From an optimization exercise on the open Yosys and OpenROAD flow, aimed at small area, a short achievable clock period and few clock cycles per item; shortcuts taken in it are not production practice. At most, simulation tests tie the RTL to the original design; equivalence was not proved. Power figures rest on the tool's default switching activity, not on a simulated workload.

zinc:
==> flow/design.v <==
`timescale 1ns / 1ps
module mul_ctrl
(
    input               clk,
    input               rst_b,
    input               start,
    output reg          done,
    output reg [7:0]    g_addra,
    input      [63:0]   g_douta,
    output reg [7:0]    g_addrb,
    input      [63:0]   g_doutb,
    output reg [6:0]    h_addra,
    input      [13:0]   h_douta,
    output reg          f_wea,
    output reg [7:0]    f_addra,
    output     [63:0]   f_dina,
    input      [63:0]   f_douta
    );
localparam [3:0] IDLE  = 4'd0,
                 FILL1 = 4'd1,
                 FILL2 = 4'd2,
                 FILL3 = 4'd3,
                 RUN1  = 4'd4,   
                 RUN2  = 4'd5,   
                 RUN3  = 4'd6,   
                 RUN4  = 4'd7,   
                 FIN   = 4'd8;   
reg  [13:0] hq;
reg  [3:0]  state;
reg  [7:0]  w;           
wire [7:0]  ph  = hq[13:6];
wire [5:0]  pl  = hq[5:0];
wire        nzl = |pl;
wire        eqw = (ph == w);
wire [8:0]  dm1 = {1'b0, w} + {1'b1, ~ph};           
wire [8:0]  d0  = {1'b0, w} + {1'b1, ~ph} + 9'd1;   
wire        w158 = (w == 8'd158);
wire        p0  = (ph == 8'd0);
wire        split = (eqw & nzl) | (w158 & p0 & (pl <= 6'd12));
wire        sp_b  = (eqw & nzl & (pl <= 6'd51)) | (w158 & p0 & ~nzl);
wire [6:0]  h_inc = (h_addra == 7'd70) ? 7'd0 : h_addra + 7'd1;
wire [6:0]  h_rep = (h_addra < 7'd2) ? h_addra + 7'd69 : h_addra - 7'd2;
wire        last_term  = (h_addra == 7'd2);   
wire        first_term = (h_addra == 7'd3);   
reg  [3:0]  kind;        
reg  [8:0]  dq;          
reg  [5:0]  plq;
reg         ccq;         
reg         spbq;        
reg         firstq;
always @(posedge clk) begin
    if (!rst_b) begin
        state   <= IDLE;
        kind    <= IDLE;
    end
    else begin
        kind    <= state;
        case (state)
            IDLE:
                if (start)
                    state <= FILL1;
            FILL1:
                state <= FILL2;
            FILL2:
                state <= FILL3;
            FILL3:
                state <= RUN1;
            RUN1:
                if (split)
                    state <= RUN2;
                else if (last_term && w158)
                    state <= FIN;
            RUN2:
                state <= RUN3;
            RUN3:
                state <= RUN4;
            RUN4:
                if (last_term && w == 8'd159)
                    state <= FIN;
                else
                    state <= RUN1;
            default:
                state <= IDLE;
        endcase
    end
end
always @(posedge clk) begin
    case (state)
        FILL1:   h_addra <= 7'd1;
        FILL2:   h_addra <= 7'd2;
        FILL3:   h_addra <= 7'd3;
        RUN1:    h_addra <= split ? h_rep : h_inc;
        RUN2, RUN3, RUN4:
                 h_addra <= h_inc;
        default: h_addra <= 7'd0;
    endcase
    if (state == IDLE)
        w <= 8'd0;
    else if (state == RUN1 && last_term)
        w <= w + 8'd1;
end
always @(posedge clk) begin
    hq      <= h_douta;
    dq      <= nzl ? dm1 : d0;
    plq     <= pl;
    ccq     <= nzl & (pl <= 6'd51);
    spbq    <= sp_b;
    firstq  <= first_term;
end
wire        neg = dq[8];
wire [7:0]  a   = dq[7:0] + ({8{neg}} & {7'b1001111, ccq});
wire [7:0]  b   = a + 8'd1;
wire [5:0]  o   = ({6{neg}} & 6'd51) - plq;
reg         type_b;      
reg         nowr;        
reg  [5:0]  off1, off2, off3;
reg  [2:0]  off4;
reg         um1, um2, um3;
reg         first1, first2, first3, first4;
always @(posedge clk) begin
    g_addra <= a;
    if (kind == RUN1)
        type_b  <= spbq;
    g_addrb <= (kind == RUN1 && !spbq) ? b : 8'd0;
    um1     <= (kind != RUN1);
    case (kind)
        RUN1:    off1 <= o;
        RUN2:    off1 <= off1 + 6'd13;
        RUN3:    off1 <= type_b ? off1 + 6'd51 : 6'd0;
        default: off1 <= 6'd0;
    endcase
    if (!rst_b)
        first1  <= 1'b0;
    else
        first1  <= (kind == RUN1 && firstq) || kind == FIN;
end
always @(posedge clk) begin
    if (!rst_b) begin
        first2  <= 1'b0;
        first3  <= 1'b0;
        f_wea   <= 1'b0;
        done    <= 1'b0;
    end
    else begin
        first2  <= first1;
        first3  <= first2;
        f_wea   <= first3 & ~nowr;
        done    <= first3 & ~nowr & (state == IDLE);
        if (state == IDLE && start)
            nowr <= 1'b1;
        else if (first3)
            nowr <= 1'b0;
        if (first3 & ~nowr)
            f_addra <= f_addra - 8'd1;
        else if ((kind == RUN1 && firstq) || kind == FIN)
            f_addra <= w;
    end
end
wire [127:0] x = {g_douta & {64{~um3}}, g_doutb};
wire [94:0]  y5 = off3[5] ? x[95:1]  : x[127:33];
wire [78:0]  y4 = off3[4] ? y5[78:0] : y5[94:16];
wire [70:0]  y3 = off3[3] ? y4[70:0] : y4[78:8];
reg  [70:0]  ya;
wire [66:0]  y2 = off4[2] ? ya[66:0] : ya[70:4];
wire [64:0]  y1 = off4[1] ? y2[64:0] : y2[66:2];
wire [63:0]  y0 = off4[0] ? y1[63:0] : y1[64:1];
reg  [63:0]  acc;
reg          m158;
wire [63:0]  acc_nx = (first4 ? f_douta : acc) ^ y0;
always @(posedge clk) begin
    off2    <= off1;
    off3    <= off2;
    off4    <= off3[2:0];
    um2     <= um1;
    um3     <= um2;
    first4  <= first3;
    ya      <= y3;
    acc     <= acc_nx & {51'h7_ffff_ffff_ffff, {13{~m158}}};
    if (first3)
        m158 <= (f_addra == 8'd158);
end
assign f_dina = acc;
endmodule
`timescale 1ns / 1ps
module bike_mul
#(  parameter               G_ADDR_W = 8,
    parameter               G_DAT_W = 64,
    parameter               H_ADDR_W = 7,
    parameter               H_DAT_W = 14
    )
(
    input                   clk,
    input                   rst_b,
    input                   start,
    output                  done,
    output [G_ADDR_W-1:0]   g_addra,
    input  [G_DAT_W-1:0]    g_douta,
    output [G_ADDR_W-1:0]   g_addrb,
    input  [G_DAT_W-1:0]    g_doutb,
    output [H_ADDR_W-1:0]   h_addra,
    input  [H_DAT_W-1:0]    h_douta,
    output                  f_wea,
    output [G_ADDR_W-1:0]   f_addra,
    output [G_DAT_W-1:0]    f_dina,
    input  [G_DAT_W-1:0]    f_douta
    );
mul_ctrl mul0_ctrl (
    .clk        (clk),
    .rst_b      (rst_b),
    .start      (start),
    .done       (done),
    .g_addra    (g_addra),
    .g_douta    (g_douta),
    .g_addrb    (g_addrb),
    .g_doutb    (g_doutb),
    .h_addra    (h_addra),
    .h_douta    (h_douta),
    .f_wea      (f_wea),
    .f_addra    (f_addra),
    .f_dina     (f_dina),
    .f_douta    (f_douta)
    );
endmodule
clock: 8.0 ns
lec_check: 0
cap_margin: 20
core_margin: 2
core_utilization: 40
place_density: 0.6
setup_slack_margin: 5
slew_margin: 20
standard.sh (not shown) runs the stock make flow with config.mk's settings and CLKGATE_MAP_FILE= SYNTH_SCRIPT=/design/flow/synth_recipe.tcl, a recipe that flattens the netlist after the stock synthesis.
==> flow/flow/run.sh <==
#!/bin/bash
# The standard layout, with the port buffers made of buf_1 cells instead of
# the clkdlybuf4s50_1 cells buffer_ports picks by default.
set -euo pipefail
bash standard.sh "BUFFER_PORTS_ARGS=-buffer_cell sky130_fd_sc_hd__buf_1" finish > standard_flow.log 2>&1
Testbench counts of zinc, summed over its fixed seeds: cycles 207,147, mults 18.
Here is what was changed in the inputs of fjord compared with zinc.
==> flow/flow/run.sh <==
#!/bin/bash
# The standard layout, with the port buffers made of buf_1 cells instead of
# the clkdlybuf4s50_1 cells buffer_ports picks by default, and a clock tree
# without dummy loads.
set -euo pipefail
bash standard.sh "BUFFER_PORTS_ARGS=-buffer_cell sky130_fd_sc_hd__buf_1" \
  "CTS_ARGS=-sink_clustering_enable -repair_clock_nets -dont_use_dummy_load" \
  finish > standard_flow.log 2>&1
--- outcome ---
fjord was carried through to the last stage, and its layout satisfied the timing, DRC and antenna checks. The routed wire length of zinc and that of fjord are within noise of each other. On worst stage delay on the critical path, zinc and fjord are neck and neck. Final area: fjord vs zinc down about 1.5%. Changes observed in fjord relative to zinc: register-to-register slack now sits lower, cell internal power dissipation lower, power consumption decreased by about 6% relative to the old numbers.
For maple, these inputs were changed with respect to fjord:
==> flow/flow/run.sh <==
#!/bin/bash
# The standard layout, with the port buffers made of buf_1 cells instead of
# the clkdlybuf4s50_1 cells buffer_ports picks by default, a clock tree
# without dummy loads, and repair_timing aiming at a 2.7 ns cycle.
set -euo pipefail
bash standard.sh "BUFFER_PORTS_ARGS=-buffer_cell sky130_fd_sc_hd__buf_1" \
  "CTS_ARGS=-sink_clustering_enable -repair_clock_nets -dont_use_dummy_load" \
  "SETUP_SLACK_MARGIN=5.3" \
  finish > standard_flow.log 2>&1
### Flow results
Timing, DRC, antenna: 0 failures across maple and fjord. Between maple and fjord, worst setup slack is lower for fjord, maple comes in above that. Sort maple and fjord by layout overhead on the synthesized area asc -> top: fjord. Global route total overflow: maple vs fjord identical. The faster design of the two is maple; fjord tops out lower. Time the final worst path needs with I/O delays and setup was higher in the run labelled fjord.

* * *

Another version of the RTL of bike_mul (not shown whole).
For scale: ~1300 cells after synthesis, roughly 250 flip-flops, about 14000 µm² of cells after synthesis.
Design bike_mul, start of the top module:
module bike_mul
#(  parameter               G_ADDR_W = 8,
    parameter               G_DAT_W = 64,
    parameter               H_ADDR_W = 7,
    parameter               H_DAT_W = 14
    )
(
    input                   clk,
    input                   rst_b,
    input                   start,
    output                  done,
    output [G_ADDR_W-1:0]   g_addra,
    input  [G_DAT_W-1:0]    g_douta,
    output [G_ADDR_W-1:0]   g_addrb,
    input  [G_DAT_W-1:0]    g_doutb,
    output [H_ADDR_W-1:0]   h_addra,
    input  [H_DAT_W-1:0]    h_douta,
    output                  f_wea,
    output [G_ADDR_W-1:0]   f_addra,
    output [G_DAT_W-1:0]    f_dina,
    input  [G_DAT_W-1:0]    f_douta
    );
clock: 8.0 ns
lec_check: 0
cap_margin: 20
core_margin: 2
core_utilization: 40
place_density: 0.6
setup_slack_margin: 5
slew_margin: 20
==> flow/flow/run.sh <==
#!/bin/bash
# The standard layout, with the port buffers made of buf_1 cells instead of
# the clkdlybuf4s50_1 cells buffer_ports picks by default.
set -euo pipefail
bash standard.sh "BUFFER_PORTS_ARGS=-buffer_cell sky130_fd_sc_hd__buf_1" finish > standard_flow.log 2>&1
Change:
==> flow/flow/run.sh (replaced) <==
#!/bin/bash
# The standard layout, with the port buffers made of buf_1 cells instead of
# the clkdlybuf4s50_1 cells buffer_ports picks by default, and a clock tree
# of smaller buffers without dummy loads.
set -euo pipefail
bash standard.sh "BUFFER_PORTS_ARGS=-buffer_cell sky130_fd_sc_hd__buf_1" \
  "CTS_ARGS=-sink_clustering_enable -repair_clock_nets -dont_use_dummy_load -buf_list {sky130_fd_sc_hd__clkbuf_4 sky130_fd_sc_hd__clkbuf_8}" \
  finish > standard_flow.log 2>&1
Result: Wire length increases by 0.47%; setup slack gets worse by 31 ps; design area came out lower by about 2%; cell count fell by about 0.44%; clock skew went up by 14 ps; via count is about the same; core utilization fell by 0.98 points; global-route usage is higher by 0.40 points; sequential power barely changes; first-iteration DRC count goes down by about 14%.
No run of this note included a check of the RTL's function; only the layout flow was run.

## re-timing with driven ports
No port has a modelled driver above. Below, the same layouts with a new extraction and two added sets of constraints. Step 1 assumes that a clkbuf_16 drives the clock port and a buf_2 every other input. Step 2 moves the port delays by t, midway between the first and last clock arrival at a register: inputs arrive t later, outputs are due t later. That takes back most of the time a late clock gives input paths. a / b / c = no drivers / after step 1 / after step 2; a / b = the first two.
| run | shift t [ns] | setup WS [ns] | hold slack, ns | slew at the worst register clock pin (ns) |
|---|---|---|---|---|
| zinc | 0.591 | 5.150 / 5.101 / 4.960 | 0.325 / 0.325 / 0.325 | 0.06 / 0.06 |
| fjord | 0.576 | 5.167 / 5.117 / 4.974 | 0.323 / 0.323 / 0.323 | 0.06 / 0.06 |
| maple | 0.585 | 5.250 / 5.201 / 4.950 | 0.320 / 0.320 / 0.320 | 0.06 / 0.06 |
| the first run of note 2 | 0.593 | 5.112 / 5.063 / 4.787 | 0.324 / 0.324 / 0.324 | 0.06 / 0.06 |
| the second run of note 2 | 0.617 | 5.080 / 5.033 / 4.772 | 0.319 / 0.319 / 0.319 | 0.06 / 0.06 |
After both steps setup and hold are still met in every run listed. For the first run of note 2, which loses most, drivers alone change the setup slack by -0.049 ns; drivers and shift together by -0.325 ns.
